This design comes from an exercise in tuning for small area on the open sky130 flow, not from production work.
In this exercise RTL edits were held to simulation tests only and were not proved equivalent to the original.
Power and IR drop assume default switching activity.

==> module UART_TX, before the edit <==
module UART_TX (
	input			clk,
	input			a_resetn,
	input			b_tick,
	input			wr,
	input		[7:0]	w_data,
	input		[1:0]	parity,
	output	wire	[7:0]	tx_byte,
	output	wire		empty,
	output	wire		full,
	output	reg		tx
);
	reg [1:0] hk, tk;	 
	reg [2:0] hd, td;
	reg e;
	wire pop;
	wire [2:0] hd_inc = hd + 3'd1;
	wire [2:0] td_inc = td + 3'd1;
	wire one = (hk == tk) && (hd == td);
	assign empty = e;
	assign full = !e && (hk == tk + 2'd1) && (td == ((tk == 2'd3) ? hd_inc : hd));
	wire push = wr && !full;
	always @(posedge clk or negedge a_resetn) begin
		if (!a_resetn) begin
			hk <= 2'd0;
			hd <= 3'd0;
			tk <= 2'd3;
			td <= 3'd1;
			e <= 1'b1;
		end else begin
			if (pop) hk <= hk + 2'd1;
			if (!(pop && hk == 2'd3)) hd <= hd_inc;
			if (push) tk <= tk + 2'd1;
			if (!(push && tk == 2'd3)) td <= td_inc;
			if (push) e <= 1'b0;
			else if (pop && one) e <= 1'b1;
		end
	end
	reg [7:0] hold_a, hold_b;
	always @(posedge clk)
		if (push && tk[0]) hold_a <= w_data;
	always @(posedge clk or negedge a_resetn)
		if (!a_resetn) hold_b <= 8'd0;
		else if (push && !tk[0]) hold_b <= w_data;
	assign tx_byte = tk[0] ? hold_b : hold_a;
	reg [255:0] ring;	 
	wire [31:0] din;	 
	wire busy;
	genvar k;
	generate for (k = 0; k < 4; k = k + 1) begin : g_ring
		wire we_new = (tk == k) && (td == 3'd0) && !(busy && full);
		wire we_old = (k == 3) ? (tk == 2'd0 && td == 3'd7) : (tk == k + 1 && td == 3'd0);
		assign din[8*k +: 8] = (we_new || we_old) ? (k[0] ? hold_b : hold_a) : ring[64*k+56 +: 8];
		always @(posedge clk)
			ring[64*k +: 64] <= {ring[64*k +: 56], din[8*k +: 8]};
	end endgenerate
	localparam [3:0] S_PAR = 4'd0, S_STOP = 4'd1, S_IDLE = 4'd2, S_START = 4'd7, S_D7 = 4'd15;
	reg [3:0] st;
	reg [3:0] cnt;
	reg get;
	reg nbit;	 
	reg [1:0] pbuf;
	reg pbit;
	assign pop = get;
	assign busy = (st != S_IDLE);
	wire bit_end = b_tick && (cnt == 4'd15);
	wire in_data = st[3];
	wire [1:0] sk = hk - 2'd1;
	wire spass = (hk == 2'd0) ? (hd == 3'd7) : (hd == 3'd0);
	wire [7:0] sbyte = din[8*sk +: 8];
	wire [2:0] nidx = st[2:0] + 3'd1;	 
	always @(posedge clk or negedge a_resetn) begin
		if (!a_resetn) begin
			st <= S_IDLE;
			cnt <= 4'd0;
			get <= 1'b0;
			tx <= 1'b1;
		end else begin
			get <= (st == S_IDLE) && b_tick && !e;
			if (st == S_IDLE) begin
				if (b_tick && !e) st <= S_START;
			end else if (b_tick) begin
				cnt <= cnt + 4'd1;
				if (cnt == 4'd15) begin
					if (st == S_D7 && pbuf == 2'b00) st <= S_STOP;
					else st <= st + 4'd1;
				end
			end
			case (st)
				S_START: tx <= 1'b0;
				S_PAR:	 tx <= (pbuf == 2'b11) ? tx : pbit;
				default: tx <= in_data ? ((cnt == 4'd0) ? nbit : tx) : 1'b1;
			endcase
		end
	end
	always @(posedge clk) begin
		if (st == S_IDLE) pbuf <= parity;
		if (st == S_START) pbit <= (pbuf == 2'b01);
		else if (in_data && bit_end) pbit <= pbit ^ tx;
		if (((st == S_START && !get) || (in_data && cnt != 4'd0)) && spass)
			nbit <= sbyte[nidx];
	end
endmodule
Settings: LEC_CHECK=0, CAP_MARGIN=20, CORE_MARGIN=2, CORE_UTILIZATION=40, CTS_BUF_LIST=sky130_fd_sc_hd__clkbuf_16, CTS_CLUSTER_DIAMETER=70, CTS_CLUSTER_SIZE=25, PLACE_DENSITY=0.6, SLEW_MARGIN=20; clock period 10.0 ns.
standard.sh (not shown) runs the stock make flow with config.mk's settings and CLKGATE_MAP_FILE= SYNTH_SCRIPT=/design/flow/synth_recipe.tcl, a recipe that flattens the netlist after the stock synthesis.
==> flow/flow/run.sh <==
#!/bin/bash
# The standard layout (standard.sh), with two changes:
#  - the port buffers are the smallest buffer cell (buf_1) instead of the one
#    buffer_ports picks by default;
#  - clock tree synthesis does not add dummy loads.
# make's full output goes to layout.log; ORFS keeps each step's log under orfs/logs.
set -euo pipefail
export BUFFER_PORTS_ARGS="-buffer_cell sky130_fd_sc_hd__buf_1"
export CTS_ARGS="-sink_clustering_enable -repair_clock_nets -sink_clustering_size 25 -sink_clustering_max_diameter 70 -buf_list sky130_fd_sc_hd__clkbuf_16 -dont_use_dummy_load"
bash standard.sh > layout.log 2>&1
Then changed:
--- a/flow/design.v
+++ b/flow/design.v
@@ -188,28 +188,25 @@
 	reg [255:0] ring;	 
 	wire [31:0] din;	 
-	wire busy;
 	genvar k;
 	generate for (k = 0; k < 4; k = k + 1) begin : g_ring
-		wire we_new = (tk == k) && (td == 3'd0) && !(busy && full);
-		wire we_old = (k == 3) ? (tk == 2'd0 && td == 3'd7) : (tk == k + 1 && td == 3'd0);
-		assign din[8*k +: 8] = (we_new || we_old) ? (k[0] ? hold_b : hold_a) : ring[64*k+56 +: 8];
+		wire we = (k == 3) ? ((tk == 2'd3 && td == 3'd0) || (tk == 2'd0 && td == 3'd7))
+				   : ((tk == k || tk == k + 1) && td == 3'd0);
+		assign din[8*k +: 8] = we ? (k[0] ? hold_b : hold_a) : ring[64*k+56 +: 8];
 		always @(posedge clk)
 			ring[64*k +: 64] <= {ring[64*k +: 56], din[8*k +: 8]};
 	end endgenerate
+	wire pass = (hd == 3'd0);
+	wire [7:0] head_byte = din[8*hk +: 8];
 	localparam [3:0] S_PAR = 4'd0, S_STOP = 4'd1, S_IDLE = 4'd2, S_START = 4'd7, S_D7 = 4'd15;
 	reg [3:0] st;
 	reg [3:0] cnt;
 	reg get;
-	reg nbit;	 
+	reg [7:0] data;
 	reg [1:0] pbuf;
 	reg pbit;
 	assign pop = get;
-	assign busy = (st != S_IDLE);
 	wire bit_end = b_tick && (cnt == 4'd15);
 	wire in_data = st[3];
-	wire [1:0] sk = hk - 2'd1;
-	wire spass = (hk == 2'd0) ? (hd == 3'd7) : (hd == 3'd0);
-	wire [7:0] sbyte = din[8*sk +: 8];
-	wire [2:0] nidx = st[2:0] + 3'd1;	 
+	wire cap = (st == S_IDLE) || (st == S_STOP) || get;
 	always @(posedge clk or negedge a_resetn) begin
 		if (!a_resetn) begin
@@ -232,5 +229,5 @@
 				S_START: tx <= 1'b0;
 				S_PAR:	 tx <= (pbuf == 2'b11) ? tx : pbit;
-				default: tx <= in_data ? ((cnt == 4'd0) ? nbit : tx) : 1'b1;
+				default: tx <= in_data ? data[0] : 1'b1;
 			endcase
 		end
@@ -239,7 +236,7 @@
 		if (st == S_IDLE) pbuf <= parity;
 		if (st == S_START) pbit <= (pbuf == 2'b01);
-		else if (in_data && bit_end) pbit <= pbit ^ tx;
-		if (((st == S_START && !get) || (in_data && cnt != 4'd0)) && spass)
-			nbit <= sbyte[nidx];
+		else if (in_data && bit_end) pbit <= pbit ^ data[0];
+		if (cap && (pass || one)) data <= pass ? head_byte : tx_byte;
+		else if (in_data && bit_end) data <= {1'b0, data[7:1]};
 	end
 endmodule
=>
- routed wire length came out lower by about 2.4%
- total power increases by about 3.7%
- die area climbs by 0.99%
- cell area barely changes
- sequential power climbs by about 6%
- clock skew is lower by 0.025 ns
- global-route usage came out lower by 0.67 points
- combinational power rose by 37%
- core utilization drops by 0.20 points

==> what the ideal ports hide <==
In the flow no input, the clock included, has a driving cell. The finished layouts below were timed again as built, in two steps. Step 1 sets driving cells, clkbuf_16 on the clock port and buf_2 on the other inputs (assumed; they add their load-dependent delay and slew). Step 2 adds t to the input delays and takes it off the output delays; t is the mean of the earliest and latest rising clock arrival at the registers after step 1. Input paths then give back, and output paths get back, about the clock's delay inside the block. Three values: ideal ports, drivers, drivers and shift; two values: the first two.
run | t (ns) | slack for setup (ns) | worst setup path at the end | worst slew at a driven data input, ns | cell pins on the clock port's net
the first run | 0.575 | 4.491 / 4.435 / 5.009 | register to output | 0.05 | 1
the second run | 0.627 | 4.888 / 4.835 / 5.427 | input to output | 0.07 | 1
After both steps setup and hold are still met in every run listed.
